Background: an optimization exercise with open tools, aiming at small area and a short achievable clock period. Do not read the settings as production practice. At most, simulation tests tie the RTL to the original design; equivalence was not proved. Function not checked in run 4: the RTL went through the layout flow alone. Power figures rest on the tool's default switching activity, not on a simulated workload.

==> flow/design.v (outline; a module is shown in full before it is edited, if it fits) <==
// module Decoder_Unit: 23 lines
// module Arithmetic_Unit: 39 lines
// module Mul_Unit: 743 lines
// module FA_Cell: 3 lines
// module Div_Unit: 86 lines
// module Div_Step_1: 11 lines
// module Div_Step_2: 14 lines
// module Div_Step_3: 17 lines
// module Div_Step_4: 21 lines
// module Div_Step_5: 23 lines
// module Div_Step_6: 28 lines
// module Div_Step_7: 30 lines
// module Div_Step_8: 37 lines
// module Div_Step_9: 39 lines
// module Div_Step_10: 44 lines
// module Div_Step_11: 46 lines
// module Div_Step_12: 53 lines
// module Div_Step_13: 55 lines
// module Div_Step_14: 62 lines
// module Div_Step_15: 64 lines
// module Div_Step_16_L: 56 lines
// module Logic_Unit: 32 lines
// module CMP_Unit: 31 lines
// module Shift_Unit: 28 lines
// module alu_top: 48 lines
module alu_top (
    input   CLK,rst,
    input   [3 : 0] ALU_FUNC,
    input   [15 : 0] A,
    input   [15 : 0] B,
    output  [31 : 0] Arith_OUT, Logic_OUT, CMP_OUT,Shift_OUT,
    output  Carry_OUT, Arith_Flag, Logic_Flag, CMP_Flag, Shift_Flag
);
  // ...
==> flow/flow/run.sh <==
#!/bin/bash
# The standard layout with four changes:
# * synthesis maps the divider modules (Div_Unit, Div_Step_*) with flow/abc_div.script
#   and every other module with flow/abc_other.script (ORFS's area and speed ABC
#   scripts without their "buffer -c" step, whose buffers placement removes anyway;
#   the other modules are not resized either).
#   Everything else in synthesis is the standard synthesis (synth_recipe.tcl).
# * the port buffers are the smallest buffer cell (sky130_fd_sc_hd__buf_1).
# * tie cells are not split per load (SKIP_REPAIR_TIE_FANOUT), so the constant
#   outputs share their tie cells.
# * floorplan's resize-only timing repair aims at more setup slack (see below).
set -euo pipefail
HERE=$(pwd)
DIV="$HERE/flow/abc_div.script"
OTHER="$HERE/flow/abc_other.script"
# ORFS's synth.tcl with its one abc call split in two
sed "s|^  log_cmd abc {\*}\$abc_args\$|  log_cmd abc {*}[lreplace \$abc_args 1 1 $DIV] Div_Unit Div_Step_*\n  log_cmd abc {*}[lreplace \$abc_args 1 1 $OTHER]|" \
    "$FLOW_HOME/scripts/synth.tcl" > "$HERE/synth_mixed.tcl"
grep -q "abc_div.script\] Div_Unit" "$HERE/synth_mixed.tcl"
# The standard flow's synthesis script, sourcing that synth.tcl
sed "s|source \$::env(SCRIPTS_DIR)/synth.tcl|source $HERE/synth_mixed.tcl|" synth_recipe.tcl > "$HERE/mixed_synth.tcl"
grep -q "source $HERE/synth_mixed.tcl" "$HERE/mixed_synth.tcl"
# The standard layout command, with that synthesis script
sed "s|SYNTH_SCRIPT=[^ ]*|SYNTH_SCRIPT=$HERE/mixed_synth.tcl|" standard.sh > "$HERE/mixed_standard.sh"
grep -q "SYNTH_SCRIPT=$HERE/mixed_synth.tcl" "$HERE/mixed_standard.sh"
export BUFFER_PORTS_ARGS="-buffer_cell sky130_fd_sc_hd__buf_1"
export SKIP_REPAIR_TIE_FANOUT=1
# Floorplan's timing repair only resizes gates and swaps pins (no buffering); ask it
# for more setup slack than the design has, so it sizes up the slowest paths.  The
# later steps run with the default margin.
SETUP_SLACK_MARGIN=${FLOORPLAN_SETUP_MARGIN:-90} bash "$HERE/mixed_standard.sh" synth floorplan > standard_floorplan.log 2>&1
bash "$HERE/mixed_standard.sh" > standard.log 2>&1
==> flow/flow/abc_div.script <==
strash
dch
map -B 0.9
topo
stime -c
upsize -c
dnsize -c
==> flow/flow/abc_other.script <==
&get -n
&st
&dch
&nf
&st
&syn2
&if -g -K 6
&synch2
&nf
&st
&syn2
&if -g -K 6
&synch2
&nf
&st
&syn2
&if -g -K 6
&synch2
&nf
&st
&syn2
&if -g -K 6
&synch2
&nf
&st
&syn2
&if -g -K 6
&synch2
&nf
&put
==> flow/standard.sh <==
#!/bin/bash
# synth_recipe.tcl (not shown) runs the flow's synth.tcl, then flattens the netlist and writes it again
# the make line also repeats each setting of config.mk as NAME=value (left out here)
make -C /OpenROAD-flow-scripts/flow DESIGN_CONFIG=/design/flow/config.mk WORK_HOME=/design/flow/orfs CLKGATE_MAP_FILE= SYNTH_SCRIPT=/design/flow/synth_recipe.tcl "${@:-finish}"
==> flow/config.mk <==
export PLATFORM = sky130hd
export DESIGN_NAME = alu_top
export DESIGN_NICKNAME = alu_top
export VERILOG_FILES = /design/flow/design.v
export SDC_FILE = /design/flow/constraint.sdc
export NUM_CORES = 4
export LEC_CHECK = 0
export ABC_AREA = 0
export CAP_MARGIN = 20
export CORE_MARGIN = 2
export CORE_UTILIZATION = 40
export CTS_BUF_LIST = sky130_fd_sc_hd__clkbuf_4 sky130_fd_sc_hd__clkbuf_8
export SLEW_MARGIN = 20
export SYNTH_HIERARCHICAL = 1
export SYNTH_MINIMUM_KEEP_SIZE = 0
==> flow/constraint.sdc <==
create_clock -name core_clock -period 130.0 [get_ports {CLK}]
set_input_delay 26.0000 -clock core_clock [delete_from_list [all_inputs] [get_ports {CLK}]]
set_output_delay 26.0000 -clock core_clock [all_outputs]
set_load 0.01 [all_outputs]
==> results.cfg, run 1 <==
[drt]
wl_met2_microns = 26200
antenna_left = 0
drtPass1Iterations = 7
remaining_drc_errors = 0
wl_met1_microns = 24000

[timing]
fin_worst_skew_ns = 0
hold_ws_ns = 0.512
post-route-period-util_pct = 32.7
final.min_clock_period_ns = 42.49

[power]
power_frac_seq_pct = 12.8
seq-power_mw = 0.0321
leakagePower_nw = 7.89
p_int_mw = 0.121
p_clk_share_pct = 7.1
pg_clk_mw = 0.0178

[clock_tree]
cts.clk_slew.worst_paths_ns = 0.09
post_cts_resized = 0
cts_buffers = 9
tritoncts = done
htreeDepth = 3
postCtsHoldBufs = 0

[finish]
final_cell_mix = nand2_1 (789), nor2_1 (281), fa_1 (256)
seq_share_pct = 9.78
fin_nets = 2781
clk_share_pct = 0.984
largest_cell_class = multi-input gates
nNonClkInverters = 260
multi_input_area_sq_um = 14100
n_all_buffers = 165

[setup_path]
critPathCaptureType = register
worstSetupStartpointType = primary input
crit_type = primary input to register
critical_path.max_fanout = 33
cp_top_family = simple AND/OR/NAND/NOR gates
r2r_slack_ns = 129.03

[global_routing]
gr-usage-met1_pct = 33.2
grt_max_degree = 74
grt_usage_pct = 24.7

[synthesis]
synth.avg_cell_area_sq_um = 7.34

[place]
gp_congestion = 0.884

[outcome]
status = finished clean

[worst_hold_path]
whs_path_depth = 2
==> run 2: changes to the inputs <==
--- a/flow/flow/run.sh
+++ b/flow/flow/run.sh
@@ -28,5 +28,5 @@
 # Floorplan's timing repair only resizes gates and swaps pins (no buffering); ask it
 # for more setup slack than the design has, so it sizes up the slowest paths.  The
 # later steps run with the default margin.
-SETUP_SLACK_MARGIN=${FLOORPLAN_SETUP_MARGIN:-90} bash "$HERE/mixed_standard.sh" synth floorplan > standard_floorplan.log 2>&1
+SETUP_SLACK_MARGIN=${FLOORPLAN_SETUP_MARGIN:-93} bash "$HERE/mixed_standard.sh" synth floorplan > standard_floorplan.log 2>&1
 bash "$HERE/mixed_standard.sh" > standard.log 2>&1
==> results.cfg, run 2 <==
[timing]
worst_slew_pin_slew_ns = 1.12
post-route-period-util_pct = 32.2
final.min_clock_period_ns = 41.84
clock.fmax_mhz = 23.9
fin_tns_setup_ns = 0
fin_worst_skew_ns = 0
fin_ws_ns = 88.16
relSlewSlack_pct = 25.1
slew_viol_final = 0
final-hold-violation-count = 0
setup_violations = 0
rsz0062_at_grt = false

[finish]
antennaDiodeCount = 0
top_regs = U1.Arith_OUT (32), U4.Val (17), U2.Low (16)
area_growth_pct = 9.18
final_common_cell = nand2_1
top_register = U1.Arith_OUT
drive_gt1_share_pct = 14.4
final_cell_mix = nand2_1 (772), nor2_1 (251), fa_1 (229)
largest_reg_flops = 32
fin_nets = 2780
final.fill_count = 4390

[place]
pre_cts_ws_ns = 87.87
portBuffers = 125
gp_congestion = 0.881
dp_hpwl_microns = 38300

[clock_tree]
clk_latency_ns = 0.39
cts_buffers = 9
tritoncts = done
htreeDepth = 3
post_cts_resized = 0
clock_sinks = 73
cts_buffer_depth = 2
cts_setup_buffers = 0
postCtsHoldBufs = 0
root_buffer = clkbuf_8
cts.clk_slew.worst_paths_ns = 0.11

[setup_path]
cp_slowest_stage_delay_ns = 0.51
critical_path.max_fanout = 39
path_depth = 135
cp_common_cell = nand2_1
r2r_cells = 2
slowest_stage = buf_4
required_ns = 130.30
worstSetupStartpointType = primary input
crit_buf_inv = 10
critPathCaptureType = register
cp_top_family = simple AND/OR/NAND/NOR gates
crit_type = primary input to register
cp.arrival_ns = 42.15

[floorplan]
die_area_sq_um = 45200
ios = 171
dieHeight_microns = 213
rows = 76
dieWidth_microns = 213
initial_core_util_pct = 40.5
core_sq_um = 43000

[synthesis]
syn_nets = 2666
postSynthCellCount = 2372
synth.avg_cell_area_sq_um = 7.34
yosysWarnings = 11
syn_area_sq_um = 17400

[global_routing]
grt_pass1_wl_microns = 88100
grt_max_degree = 74
antenna_found_initial = 0
grt_pass1_vias = 16500
overflow = 0
grt_usage_pct = 25.1

[drt]
drt-total-wl_microns = 54600
drt-initial-drc-count = 1092
drtPass1Iterations = 5
remaining_drc_errors = 0
antenna_left = 0
via_per_inst = 5.21
wire_per_inst_microns = 17.8
vias = 16000

[worst_hold_path]
whs_path_depth = 1
hp-class = register to register

[outcome]
status = finished clean

[power]
p_per_area_nw_per_um2 = 13.6
leakagePower_nw = 7.93
vdd_ir_drop_max_mv = 0.0140

[run]
max_cap_violations = 0
==> run 2: layout make-up <==
class                           count  area [sq um]  area share (%)
Sequential cell                    73          1830            9.61
Clock inverter                      7          68.8           0.362
Inverter                          260          1020            5.34
Clock buffer                        9           124           0.651
Timing Repair Buffer              164           787            4.14
Tap cell                          585           732            3.85
Multi-Input combinational cell   1978         14500            76.0
==> run 2: final timing paths <==
check / from / endpoint / slack (ns)
max: B[7] / U1.Arith_OUT[0] / 88.16
min: U1.Carry_OUT / U1.Carry_OUT / 0.51
max reg2reg: U1.Arith_OUT[17] / U1.Arith_OUT[17] / 129.02
min reg2reg: U1.Carry_OUT / U1.Carry_OUT / 0.51
max in group asynchronous: rst / U1.Arith_OUT[14] / 103.75
min in group asynchronous: rst / U4.Val[9] / 25.76
==> run 2: metal layers <==
metal	GRT usage [%]	vias up	routed length, microns	part of all wire (%)
met2	42.6	485	26600	49
met5	0	-	0	0
li1	-	7592	-	-
met3	3.54	107	3330	6.1
met4	8.22	0	1570	2.9
met1	33.0	7850	23200	42
==> run 2: per-stage QoR <==
| stage | power, mW | hold slack, ns | util, % | std cells | cell area (sq um) |
|---|---|---|---|---|---|
| detailed placement | 0.241 | 0.486 | 43.8 | 3060 | 18800 |
| global route | 0.291 | 0.518 | 44.2 | 3076 | 19000 |
| global placement | 0.238 | 0.473 | 43.8 | 3060 | 18800 |
| CTS | 0.262 | 0.508 | 44.2 | 3076 | 19000 |
| finish | 0.258 | 0.507 | 44.2 | 3076 | 19000 |
| floorplan | 0.188 | 0.529 | - | 2372 | 17700 |
==> run 2: power by group <==
part	internal [mW]	switching [mW]	leakage (nW)	total, mW
Sequential	0.0282	0.00392	0.904	0.0322
Clock	0.00760	0.0119	0.101	0.0195
Combinational	0.0907	0.115	6.92	0.206
==> run 3: changes to the inputs <==
--- a/flow/flow/run.sh
+++ b/flow/flow/run.sh
@@ -1,5 +1,5 @@
 #!/bin/bash
-# The standard layout with four changes:
+# The standard layout with three changes:
 # * synthesis maps the divider modules (Div_Unit, Div_Step_*) with flow/abc_div.script
 #   and every other module with flow/abc_other.script (ORFS's area and speed ABC
 #   scripts without their "buffer -c" step, whose buffers placement removes anyway;
@@ -8,7 +8,6 @@
 # * the port buffers are the smallest buffer cell (sky130_fd_sc_hd__buf_1).
 # * tie cells are not split per load (SKIP_REPAIR_TIE_FANOUT), so the constant
 #   outputs share their tie cells.
-# * floorplan's resize-only timing repair aims at more setup slack (see below).
 set -euo pipefail
 HERE=$(pwd)
 DIV="$HERE/flow/abc_div.script"
@@ -25,8 +24,4 @@
 grep -q "SYNTH_SCRIPT=$HERE/mixed_synth.tcl" "$HERE/mixed_standard.sh"
 export BUFFER_PORTS_ARGS="-buffer_cell sky130_fd_sc_hd__buf_1"
 export SKIP_REPAIR_TIE_FANOUT=1
-# Floorplan's timing repair only resizes gates and swaps pins (no buffering); ask it
-# for more setup slack than the design has, so it sizes up the slowest paths.  The
-# later steps run with the default margin.
-SETUP_SLACK_MARGIN=${FLOORPLAN_SETUP_MARGIN:-93} bash "$HERE/mixed_standard.sh" synth floorplan > standard_floorplan.log 2>&1
 bash "$HERE/mixed_standard.sh" > standard.log 2>&1
==> results.cfg, run 3 <==
[floorplan]
rows = 76
die_area_sq_um = 45200
initial_core_util_pct = 40.5
ios = 171
dieWidth_microns = 213
core_sq_um = 43000
dieHeight_microns = 213

[timing]
setup_violations = 0
rsz0062_at_grt = false
relSlewSlack_pct = 32.6
final-hold-violation-count = 0
hold_ws_ns = 0.512
fin_ws_ns = 87.51
fin_worst_skew_ns = 0
slew_viol_final = 0
post-route-period-util_pct = 32.7
final.min_clock_period_ns = 42.49
fin_tns_setup_ns = 0
worst_slew_pin_slew_ns = 1.01
clock.fmax_mhz = 23.5

[setup_path]
cp_top_family = simple AND/OR/NAND/NOR gates
cp.arrival_ns = 42.72
cp_common_cell = nand2_1
cp_slowest_stage_delay_ns = 0.43
crit_buf_inv = 7
required_ns = 130.23
critical_path.max_fanout = 33
critPathCaptureType = register
slowest_stage = o21ai_0
crit_type = primary input to register
worstSetupStartpointType = primary input

[drt]
remaining_drc_errors = 0
drtPass1Iterations = 7
wire_per_inst_microns = 17.6
vias = 16200
antenna_left = 0
via_per_inst = 5.26
drt-total-wl_microns = 54300
drt-initial-drc-count = 1291

[worst_hold_path]
hp-class = register to register

[finish]
largest_reg_flops = 32
final.fill_count = 4412
top_register = U1.Arith_OUT
final_common_cell = nand2_1
finalNonFillerCells = 3077
antennaDiodeCount = 0
multi_input_area_sq_um = 14100
seq_area_sq_um = 1830
final_cell_mix = nand2_1 (789), nor2_1 (281), fa_1 (256)
final_core_util_pct = 43.5
fin_nets = 2781
top_regs = U1.Arith_OUT (32), U4.Val (17), U2.Low (16)
drive_gt1_share_pct = 10.4
area_growth_pct = 7.30
post-route-cell-area_sq_um = 18700

[clock_tree]
clock_sinks = 73
cts_buffer_depth = 2
cts.clk_slew.worst_paths_ns = 0.09
postCtsHoldBufs = 0
htreeDepth = 3
cts_buffers = 9
clk_latency_ns = 0.37
tritoncts = done
post_cts_resized = 0
cts_setup_buffers = 0
root_buffer = clkbuf_8

[power]
p_total_mw = 0.250
p_per_area_nw_per_um2 = 13.4
leakagePower_nw = 7.89
vdd_ir_drop_max_mv = 0.0147

[place]
portBuffers = 125
gp_congestion = 0.884
place_area_sq_um = 18500
pre_cts_ws_ns = 87.27
dp_hpwl_microns = 38100
dp_cells = 3060

[global_routing]
grt_pass1_vias = 16700
grt_max_degree = 74
antenna_found_initial = 0
grt_pass1_wl_microns = 87600
overflow = 0
grt_usage_pct = 24.7

[synthesis]
synth.avg_cell_area_sq_um = 7.34
yosysWarnings = 11
postSynthCellCount = 2372
syn_nets = 2666
syn_area_sq_um = 17400

[run]
max_cap_violations = 0

[outcome]
status = finished clean
==> run 3: path summary, 6_finish.rpt <==
check                           start          endpoint  slack [ns]  cells past startpoint
setup / recovery                B[10]   U1.Arith_OUT[0]       87.51                    130
hold / removal             U4.Val[11]        U4.Val[11]        0.51                      2
setup reg to reg              U2.High           U2.High      129.03                      1
hold reg to reg            U4.Val[11]        U4.Val[11]        0.51                      2
max in group asynchronous         rst  U1.Arith_OUT[13]      103.56                      1
min in group asynchronous         rst  U1.Arith_OUT[27]       25.79                      1
==> run 3: worst min-delay path, stage by stage (launching register included) <==
cell and delay [ns]:
dfrtp_1 0.36, nand2b_1 0.06, o221ai_1 0.06
==> run 3: cell type report <==
| class | instances | share of cell area, % |
|---|---|---|
| timing repair buffer | 165 | 4.23 |
| clock buffer | 11 | 0.777 |
| sequential | 73 | 9.78 |
| clock inverter | 5 | 0.208 |
| multi-input combinational | 1978 | 75.7 |
| tap | 585 | 3.92 |
| inverter | 260 | 5.44 |
==> run 3: where the power goes <==
| group | total, mW | switching (mW) | internal, mW |
|---|---|---|---|
| logic | 0.200 | 0.115 | 0.0846 |
| clock network | 0.0178 | 0.0101 | 0.00778 |
| registers | 0.0321 | 0.00380 | 0.0283 |
==> run 3: per-layer routing <==
metal	up-vias	GRT usage (%)	wire [microns]
met5	-	0	0
met4	0	6.08	1200
met3	99	2.38	2930
met2	501	42.8	26200
met1	7991	33.2	24000
li1	7592	-	-
==> module Div_Unit, before the edit <==
module Div_Unit (
    input  [15 : 0] A,
    input  [15 : 0] B,
    output [15 : 0] Q
);
wire bnz = |B;
wire [0 : 0] t15 = ~A[15];
wire [0 : 0] g15 = ~(t15 & B[0 : 0]);
wire [0 : 0] p15 = ~(t15 | B[0 : 0]);
wire [0 : 0] r15;
Div_Step_1 S15 (.GN0(g15), .PN0(p15), .NT(t15), .fit(bnz & ~|B[15 : 1]), .q(Q[15]), .NR(r15));
wire [1 : 0] t14 = {r15[0 : 0], ~A[14]};
wire [1 : 0] g14 = ~(t14 & B[1 : 0]);
wire [1 : 0] p14 = ~(t14 | B[1 : 0]);
wire [1 : 0] r14;
Div_Step_2 S14 (.GN0(g14), .PN0(p14), .NT(t14), .fit(bnz & ~|B[15 : 2]), .q(Q[14]), .NR(r14));
wire [2 : 0] t13 = {r14[1 : 0], ~A[13]};
wire [2 : 0] g13 = ~(t13 & B[2 : 0]);
wire [2 : 0] p13 = ~(t13 | B[2 : 0]);
wire [2 : 0] r13;
Div_Step_3 S13 (.GN0(g13), .PN0(p13), .NT(t13), .fit(bnz & ~|B[15 : 3]), .q(Q[13]), .NR(r13));
wire [3 : 0] t12 = {r13[2 : 0], ~A[12]};
wire [3 : 0] g12 = ~(t12 & B[3 : 0]);
wire [3 : 0] p12 = ~(t12 | B[3 : 0]);
wire [3 : 0] r12;
Div_Step_4 S12 (.GN0(g12), .PN0(p12), .NT(t12), .fit(bnz & ~|B[15 : 4]), .q(Q[12]), .NR(r12));
wire [4 : 0] t11 = {r12[3 : 0], ~A[11]};
wire [4 : 0] g11 = ~(t11 & B[4 : 0]);
wire [4 : 0] p11 = ~(t11 | B[4 : 0]);
wire [4 : 0] r11;
Div_Step_5 S11 (.GN0(g11), .PN0(p11), .NT(t11), .fit(bnz & ~|B[15 : 5]), .q(Q[11]), .NR(r11));
wire [5 : 0] t10 = {r11[4 : 0], ~A[10]};
wire [5 : 0] g10 = ~(t10 & B[5 : 0]);
wire [5 : 0] p10 = ~(t10 | B[5 : 0]);
wire [5 : 0] r10;
Div_Step_6 S10 (.GN0(g10), .PN0(p10), .NT(t10), .fit(bnz & ~|B[15 : 6]), .q(Q[10]), .NR(r10));
wire [6 : 0] t9 = {r10[5 : 0], ~A[9]};
wire [6 : 0] g9 = ~(t9 & B[6 : 0]);
wire [6 : 0] p9 = ~(t9 | B[6 : 0]);
wire [6 : 0] r9;
Div_Step_7 S9 (.GN0(g9), .PN0(p9), .NT(t9), .fit(bnz & ~|B[15 : 7]), .q(Q[9]), .NR(r9));
wire [7 : 0] t8 = {r9[6 : 0], ~A[8]};
wire [7 : 0] g8 = ~(t8 & B[7 : 0]);
wire [7 : 0] p8 = ~(t8 | B[7 : 0]);
wire [7 : 0] r8;
Div_Step_8 S8 (.GN0(g8), .PN0(p8), .NT(t8), .fit(bnz & ~|B[15 : 8]), .q(Q[8]), .NR(r8));
wire [8 : 0] t7 = {r8[7 : 0], ~A[7]};
wire [8 : 0] g7 = ~(t7 & B[8 : 0]);
wire [8 : 0] p7 = ~(t7 | B[8 : 0]);
wire [8 : 0] r7;
Div_Step_9 S7 (.GN0(g7), .PN0(p7), .NT(t7), .fit(bnz & ~|B[15 : 9]), .q(Q[7]), .NR(r7));
wire [9 : 0] t6 = {r7[8 : 0], ~A[6]};
wire [9 : 0] g6 = ~(t6 & B[9 : 0]);
wire [9 : 0] p6 = ~(t6 | B[9 : 0]);
wire [9 : 0] r6;
Div_Step_10 S6 (.GN0(g6), .PN0(p6), .NT(t6), .fit(bnz & ~|B[15 : 10]), .q(Q[6]), .NR(r6));
wire [10 : 0] t5 = {r6[9 : 0], ~A[5]};
wire [10 : 0] g5 = ~(t5 & B[10 : 0]);
wire [10 : 0] p5 = ~(t5 | B[10 : 0]);
wire [10 : 0] r5;
Div_Step_11 S5 (.GN0(g5), .PN0(p5), .NT(t5), .fit(bnz & ~|B[15 : 11]), .q(Q[5]), .NR(r5));
wire [11 : 0] t4 = {r5[10 : 0], ~A[4]};
wire [11 : 0] g4 = ~(t4 & B[11 : 0]);
wire [11 : 0] p4 = ~(t4 | B[11 : 0]);
wire [11 : 0] r4;
Div_Step_12 S4 (.GN0(g4), .PN0(p4), .NT(t4), .fit(bnz & ~|B[15 : 12]), .q(Q[4]), .NR(r4));
wire [12 : 0] t3 = {r4[11 : 0], ~A[3]};
wire [12 : 0] g3 = ~(t3 & B[12 : 0]);
wire [12 : 0] p3 = ~(t3 | B[12 : 0]);
wire [12 : 0] r3;
Div_Step_13 S3 (.GN0(g3), .PN0(p3), .NT(t3), .fit(bnz & ~|B[15 : 13]), .q(Q[3]), .NR(r3));
wire [13 : 0] t2 = {r3[12 : 0], ~A[2]};
wire [13 : 0] g2 = ~(t2 & B[13 : 0]);
wire [13 : 0] p2 = ~(t2 | B[13 : 0]);
wire [13 : 0] r2;
Div_Step_14 S2 (.GN0(g2), .PN0(p2), .NT(t2), .fit(bnz & ~|B[15 : 14]), .q(Q[2]), .NR(r2));
wire [14 : 0] t1 = {r2[13 : 0], ~A[1]};
wire [14 : 0] g1 = ~(t1 & B[14 : 0]);
wire [14 : 0] p1 = ~(t1 | B[14 : 0]);
wire [14 : 0] r1;
Div_Step_15 S1 (.GN0(g1), .PN0(p1), .NT(t1), .fit(bnz & ~|B[15 : 15]), .q(Q[1]), .NR(r1));
wire [15 : 0] t0 = {r1[14 : 0], ~A[0]};
wire [15 : 0] g0 = ~(t0 & B[15 : 0]);
wire [15 : 0] p0 = ~(t0 | B[15 : 0]);
Div_Step_16_L S0 (.GN0(g0), .PN0(p0), .NT(t0), .fit(bnz), .q(Q[0]));
endmodule
==> run 4: changes to the inputs <==
--- a/flow/design.v
+++ b/flow/design.v
@@ -811,86 +811,100 @@
     input  [15 : 0] B,
     output [15 : 0] Q
 );
-wire bnz = |B;
+wire [16 : 1] fit;
+Div_Fit FIT (.B(B), .fit(fit));
 wire [0 : 0] t15 = ~A[15];
 wire [0 : 0] g15 = ~(t15 & B[0 : 0]);
 wire [0 : 0] p15 = ~(t15 | B[0 : 0]);
 wire [0 : 0] r15;
-Div_Step_1 S15 (.GN0(g15), .PN0(p15), .NT(t15), .fit(bnz & ~|B[15 : 1]), .q(Q[15]), .NR(r15));
+Div_Step_1 S15 (.GN0(g15), .PN0(p15), .NT(t15), .fit(fit[1]), .q(Q[15]), .NR(r15));
 wire [1 : 0] t14 = {r15[0 : 0], ~A[14]};
 wire [1 : 0] g14 = ~(t14 & B[1 : 0]);
 wire [1 : 0] p14 = ~(t14 | B[1 : 0]);
 wire [1 : 0] r14;
-Div_Step_2 S14 (.GN0(g14), .PN0(p14), .NT(t14), .fit(bnz & ~|B[15 : 2]), .q(Q[14]), .NR(r14));
+Div_Step_2 S14 (.GN0(g14), .PN0(p14), .NT(t14), .fit(fit[2]), .q(Q[14]), .NR(r14));
 wire [2 : 0] t13 = {r14[1 : 0], ~A[13]};
 wire [2 : 0] g13 = ~(t13 & B[2 : 0]);
 wire [2 : 0] p13 = ~(t13 | B[2 : 0]);
 wire [2 : 0] r13;
-Div_Step_3 S13 (.GN0(g13), .PN0(p13), .NT(t13), .fit(bnz & ~|B[15 : 3]), .q(Q[13]), .NR(r13));
+Div_Step_3 S13 (.GN0(g13), .PN0(p13), .NT(t13), .fit(fit[3]), .q(Q[13]), .NR(r13));
 wire [3 : 0] t12 = {r13[2 : 0], ~A[12]};
 wire [3 : 0] g12 = ~(t12 & B[3 : 0]);
 wire [3 : 0] p12 = ~(t12 | B[3 : 0]);
 wire [3 : 0] r12;
-Div_Step_4 S12 (.GN0(g12), .PN0(p12), .NT(t12), .fit(bnz & ~|B[15 : 4]), .q(Q[12]), .NR(r12));
+Div_Step_4 S12 (.GN0(g12), .PN0(p12), .NT(t12), .fit(fit[4]), .q(Q[12]), .NR(r12));
 wire [4 : 0] t11 = {r12[3 : 0], ~A[11]};
 wire [4 : 0] g11 = ~(t11 & B[4 : 0]);
 wire [4 : 0] p11 = ~(t11 | B[4 : 0]);
 wire [4 : 0] r11;
-Div_Step_5 S11 (.GN0(g11), .PN0(p11), .NT(t11), .fit(bnz & ~|B[15 : 5]), .q(Q[11]), .NR(r11));
+Div_Step_5 S11 (.GN0(g11), .PN0(p11), .NT(t11), .fit(fit[5]), .q(Q[11]), .NR(r11));
 wire [5 : 0] t10 = {r11[4 : 0], ~A[10]};
 wire [5 : 0] g10 = ~(t10 & B[5 : 0]);
 wire [5 : 0] p10 = ~(t10 | B[5 : 0]);
 wire [5 : 0] r10;
-Div_Step_6 S10 (.GN0(g10), .PN0(p10), .NT(t10), .fit(bnz & ~|B[15 : 6]), .q(Q[10]), .NR(r10));
+Div_Step_6 S10 (.GN0(g10), .PN0(p10), .NT(t10), .fit(fit[6]), .q(Q[10]), .NR(r10));
 wire [6 : 0] t9 = {r10[5 : 0], ~A[9]};
 wire [6 : 0] g9 = ~(t9 & B[6 : 0]);
 wire [6 : 0] p9 = ~(t9 | B[6 : 0]);
 wire [6 : 0] r9;
-Div_Step_7 S9 (.GN0(g9), .PN0(p9), .NT(t9), .fit(bnz & ~|B[15 : 7]), .q(Q[9]), .NR(r9));
+Div_Step_7 S9 (.GN0(g9), .PN0(p9), .NT(t9), .fit(fit[7]), .q(Q[9]), .NR(r9));
 wire [7 : 0] t8 = {r9[6 : 0], ~A[8]};
 wire [7 : 0] g8 = ~(t8 & B[7 : 0]);
 wire [7 : 0] p8 = ~(t8 | B[7 : 0]);
 wire [7 : 0] r8;
-Div_Step_8 S8 (.GN0(g8), .PN0(p8), .NT(t8), .fit(bnz & ~|B[15 : 8]), .q(Q[8]), .NR(r8));
+Div_Step_8 S8 (.GN0(g8), .PN0(p8), .NT(t8), .fit(fit[8]), .q(Q[8]), .NR(r8));
 wire [8 : 0] t7 = {r8[7 : 0], ~A[7]};
 wire [8 : 0] g7 = ~(t7 & B[8 : 0]);
 wire [8 : 0] p7 = ~(t7 | B[8 : 0]);
 wire [8 : 0] r7;
-Div_Step_9 S7 (.GN0(g7), .PN0(p7), .NT(t7), .fit(bnz & ~|B[15 : 9]), .q(Q[7]), .NR(r7));
+Div_Step_9 S7 (.GN0(g7), .PN0(p7), .NT(t7), .fit(fit[9]), .q(Q[7]), .NR(r7));
 wire [9 : 0] t6 = {r7[8 : 0], ~A[6]};
 wire [9 : 0] g6 = ~(t6 & B[9 : 0]);
 wire [9 : 0] p6 = ~(t6 | B[9 : 0]);
 wire [9 : 0] r6;
-Div_Step_10 S6 (.GN0(g6), .PN0(p6), .NT(t6), .fit(bnz & ~|B[15 : 10]), .q(Q[6]), .NR(r6));
+Div_Step_10 S6 (.GN0(g6), .PN0(p6), .NT(t6), .fit(fit[10]), .q(Q[6]), .NR(r6));
 wire [10 : 0] t5 = {r6[9 : 0], ~A[5]};
 wire [10 : 0] g5 = ~(t5 & B[10 : 0]);
 wire [10 : 0] p5 = ~(t5 | B[10 : 0]);
 wire [10 : 0] r5;
-Div_Step_11 S5 (.GN0(g5), .PN0(p5), .NT(t5), .fit(bnz & ~|B[15 : 11]), .q(Q[5]), .NR(r5));
+Div_Step_11 S5 (.GN0(g5), .PN0(p5), .NT(t5), .fit(fit[11]), .q(Q[5]), .NR(r5));
 wire [11 : 0] t4 = {r5[10 : 0], ~A[4]};
 wire [11 : 0] g4 = ~(t4 & B[11 : 0]);
 wire [11 : 0] p4 = ~(t4 | B[11 : 0]);
 wire [11 : 0] r4;
-Div_Step_12 S4 (.GN0(g4), .PN0(p4), .NT(t4), .fit(bnz & ~|B[15 : 12]), .q(Q[4]), .NR(r4));
+Div_Step_12 S4 (.GN0(g4), .PN0(p4), .NT(t4), .fit(fit[12]), .q(Q[4]), .NR(r4));
 wire [12 : 0] t3 = {r4[11 : 0], ~A[3]};
 wire [12 : 0] g3 = ~(t3 & B[12 : 0]);
 wire [12 : 0] p3 = ~(t3 | B[12 : 0]);
 wire [12 : 0] r3;
-Div_Step_13 S3 (.GN0(g3), .PN0(p3), .NT(t3), .fit(bnz & ~|B[15 : 13]), .q(Q[3]), .NR(r3));
+Div_Step_13 S3 (.GN0(g3), .PN0(p3), .NT(t3), .fit(fit[13]), .q(Q[3]), .NR(r3));
 wire [13 : 0] t2 = {r3[12 : 0], ~A[2]};
 wire [13 : 0] g2 = ~(t2 & B[13 : 0]);
 wire [13 : 0] p2 = ~(t2 | B[13 : 0]);
 wire [13 : 0] r2;
-Div_Step_14 S2 (.GN0(g2), .PN0(p2), .NT(t2), .fit(bnz & ~|B[15 : 14]), .q(Q[2]), .NR(r2));
+Div_Step_14 S2 (.GN0(g2), .PN0(p2), .NT(t2), .fit(fit[14]), .q(Q[2]), .NR(r2));
 wire [14 : 0] t1 = {r2[13 : 0], ~A[1]};
 wire [14 : 0] g1 = ~(t1 & B[14 : 0]);
 wire [14 : 0] p1 = ~(t1 | B[14 : 0]);
 wire [14 : 0] r1;
-Div_Step_15 S1 (.GN0(g1), .PN0(p1), .NT(t1), .fit(bnz & ~|B[15 : 15]), .q(Q[1]), .NR(r1));
+Div_Step_15 S1 (.GN0(g1), .PN0(p1), .NT(t1), .fit(fit[15]), .q(Q[1]), .NR(r1));
 wire [15 : 0] t0 = {r1[14 : 0], ~A[0]};
 wire [15 : 0] g0 = ~(t0 & B[15 : 0]);
 wire [15 : 0] p0 = ~(t0 | B[15 : 0]);
-Div_Step_16_L S0 (.GN0(g0), .PN0(p0), .NT(t0), .fit(bnz), .q(Q[0]));
+Div_Step_16_L S0 (.GN0(g0), .PN0(p0), .NT(t0), .fit(fit[16]), .q(Q[0]));
+endmodule
+module Div_Fit (
+    input  [15 : 0] B,
+    output [16 : 1] fit
+);
+wire bnz = |B;
+genvar w;
+generate
+    for (w = 1; w < 16; w = w + 1) begin : f
+        assign fit[w] = bnz & ~|B[15 : w];
+    end
+endgenerate
+assign fit[16] = bnz;
 endmodule
 module Div_Step_1 (
     input  [0 : 0] GN0, PN0, NT,
--- a/flow/flow/run.sh
+++ b/flow/flow/run.sh
@@ -1,6 +1,6 @@
 #!/bin/bash
 # The standard layout with three changes:
-# * synthesis maps the divider modules (Div_Unit, Div_Step_*) with flow/abc_div.script
+# * synthesis maps the divider modules (Div_Unit, Div_Step_*, Div_Fit) with flow/abc_div.script
 #   and every other module with flow/abc_other.script (ORFS's area and speed ABC
 #   scripts without their "buffer -c" step, whose buffers placement removes anyway;
 #   the other modules are not resized either).
@@ -13,9 +13,9 @@
 DIV="$HERE/flow/abc_div.script"
 OTHER="$HERE/flow/abc_other.script"
 # ORFS's synth.tcl with its one abc call split in two
-sed "s|^  log_cmd abc {\*}\$abc_args\$|  log_cmd abc {*}[lreplace \$abc_args 1 1 $DIV] Div_Unit Div_Step_*\n  log_cmd abc {*}[lreplace \$abc_args 1 1 $OTHER]|" \
+sed "s|^  log_cmd abc {\*}\$abc_args\$|  log_cmd abc {*}[lreplace \$abc_args 1 1 $DIV] Div_*\n  log_cmd abc {*}[lreplace \$abc_args 1 1 $OTHER]|" \
     "$FLOW_HOME/scripts/synth.tcl" > "$HERE/synth_mixed.tcl"
-grep -q "abc_div.script\] Div_Unit" "$HERE/synth_mixed.tcl"
+grep -q "abc_div.script\] Div_\*" "$HERE/synth_mixed.tcl"
 # The standard flow's synthesis script, sourcing that synth.tcl
 sed "s|source \$::env(SCRIPTS_DIR)/synth.tcl|source $HERE/synth_mixed.tcl|" synth_recipe.tcl > "$HERE/mixed_synth.tcl"
 grep -q "source $HERE/synth_mixed.tcl" "$HERE/mixed_synth.tcl"
==> results.cfg, run 4 <==
[outcome]
status = finished clean

[finish]
final_core_util_pct = 43.6
largest_reg_flops = 32
multi_input_area_sq_um = 14100
fin_nets = 2780
final_common_cell = nand2_1
area_growth_pct = 7.67
top_regs = U1.Arith_OUT (32), U4.Val (17), U2.Low (16)
post-route-cell-area_sq_um = 18700
final_cell_mix = nand2_1 (790), nor2_1 (289), fa_1 (256)
finalNonFillerCells = 3076
drive_gt1_share_pct = 10.0
top_register = U1.Arith_OUT
seq_area_sq_um = 1830
final.fill_count = 4405

[setup_path]
cp_slowest_stage_delay_ns = 0.53
cp_top_family = simple AND/OR/NAND/NOR gates
slowest_stage = buf_4
required_ns = 130.29
critical_path.max_fanout = 49
critPathCaptureType = register
cp.arrival_ns = 42.73
r2r_start = U2.High
crit_buf_inv = 7
worstSetupStartpointType = primary input
crit_type = primary input to register
worstSetupStartpoint = B[2]
cp_common_cell = nand2_1

[place]
portBuffers = 125
dp_hpwl_microns = 38000
gp_congestion = 0.869
place_area_sq_um = 18500
pre_cts_ws_ns = 87.24
dp_cells = 3059

[worst_hold_path]
min_from = U1.Carry_OUT
hp-class = register to register

[power]
vdd_ir_drop_max_mv = 0.0124
p_per_area_nw_per_um2 = 13.5
p_total_mw = 0.253
leakagePower_nw = 7.87

[timing]
final.min_clock_period_ns = 42.44
hold_ws_ns = 0.501
final-hold-violation-count = 0
slew_viol_final = 0
relSlewSlack_pct = 22.9
fin_tns_setup_ns = 0
post-route-period-util_pct = 32.6
worst_slew_pin_slew_ns = 1.15
clock.fmax_mhz = 23.6
setup_violations = 0
fin_worst_skew_ns = 0
fin_ws_ns = 87.56
rsz0062_at_grt = false

[clock_tree]
root_buffer = clkbuf_8
cts.clk_slew.worst_paths_ns = 0.10
post_cts_resized = 0
cts_buffers = 9
clk_latency_ns = 0.38
tritoncts = done
cts_setup_buffers = 0
clock_sinks = 73
postCtsHoldBufs = 0
cts_buffer_depth = 2
htreeDepth = 3

[drt]
vias = 16100
drt-total-wl_microns = 54300
via_per_inst = 5.25
antenna_left = 0
drtPass1Iterations = 5
drt-initial-drc-count = 1186
remaining_drc_errors = 0
wire_per_inst_microns = 17.6

[floorplan]
initial_core_util_pct = 40.5
rows = 76
ios = 171
die_area_sq_um = 45200
core_sq_um = 43000
dieHeight_microns = 213
dieWidth_microns = 213

[synthesis]
postSynthCellCount = 2373
syn_nets = 2667
syn_area_sq_um = 17400
yosysWarnings = 11
synth.avg_cell_area_sq_um = 7.33

[global_routing]
grt_pass1_wl_microns = 87100
grt_pass1_vias = 16600
antenna_found_initial = 2
grt_usage_pct = 24.8
grt_max_degree = 74
overflow = 0

[run]
max_cap_violations = 0
==> run 4: cell types whose count changed in the layout (fill, tap and decap cells not counted), sizes merged <==
cell,change
buf,-1
inv,-3
clkbuf,-2
clkinvlp,-1
diode,+1
bufinv,+3
clkinv,+2
==> run 4: final timing paths <==
| check | to | slack (ns) | cells past startpoint |
|---|---|---|---|
| setup / recovery | U1.Arith_OUT[0] | 87.56 | 129 |
| hold / removal | U1.Carry_OUT | 0.50 | 1 |
| setup reg to reg | U2.High | 129.04 | 1 |
| hold reg to reg | U1.Carry_OUT | 0.50 | 1 |
| max in group asynchronous | U2.Low[4] | 103.88 | 2 |
| min in group asynchronous | U1.Arith_OUT[4] | 25.52 | 1 |
==> run 4: cell type report <==
type                            count  share of cell area, %
Clock buffer                        9                  0.661
Clock inverter                      6                  0.621
Antenna cell                        1                 0.0134
Timing Repair Buffer              164                   4.29
Tap cell                          585                   3.91
Sequential cell                    73                   9.75
Multi-Input combinational cell   1978                   75.3
Inverter                          260                   5.42
==> run 4: where the power goes <==
| group | switching (mW) | leakage [nW] | total (mW) | internal, mW |
|---|---|---|---|---|
| Combinational | 0.113 | 6.85 | 0.198 | 0.0843 |
| Sequential | 0.00404 | 0.904 | 0.0323 | 0.0283 |
| Clock | 0.0107 | 0.120 | 0.0235 | 0.0128 |
| Total | 0.128 | 7.87 | 0.253 | 0.125 |
==> run 4: per-layer routing <==
| metal | track usage, % | vias to the layer above | share of wire, % |
|---|---|---|---|
| li1 | - | 7589 | - |
| met1 | 31.9 | 7922 | 42 |
| met2 | 42.4 | 529 | 48 |
| met3 | 4.77 | 104 | 7.1 |
| met4 | 6.90 | 0 | 2.5 |
| met5 | 0 | - | 0 |

[afterwards: timing with drivers on the ports]
In the flow no input, the clock included, has a driving cell. The finished layouts below were timed again as built, in two steps.
Step 1 sets driving cells, clkbuf_16 on the clock port and buf_2 on the other inputs (assumed; they add their load-dependent delay and slew).
Step 2 moves the port delays by t, midway between the first and last clock arrival at a register: inputs arrive t later, outputs are due t later. That takes back most of the time a late clock gives input paths.
Slacks: no drivers / after step 1 / after step 2; pairs: no drivers / after step 1.
run	t, ns	setup WS [ns]	hold slack, ns	slew at the worst register clock pin (ns)
run 1	0.413	87.506 / 87.522 / 87.109	0.512 / 0.512 / 0.512	0.09 / 0.09
run 2	0.422	88.157 / 88.172 / 87.750	0.507 / 0.507 / 0.507	0.11 / 0.11
run 3	0.413	87.506 / 87.522 / 87.109	0.512 / 0.512 / 0.512	0.09 / 0.09
run 4	0.415	87.564 / 87.572 / 87.157	0.501 / 0.501 / 0.501	0.11 / 0.11
After both steps every run listed still meets setup and hold.
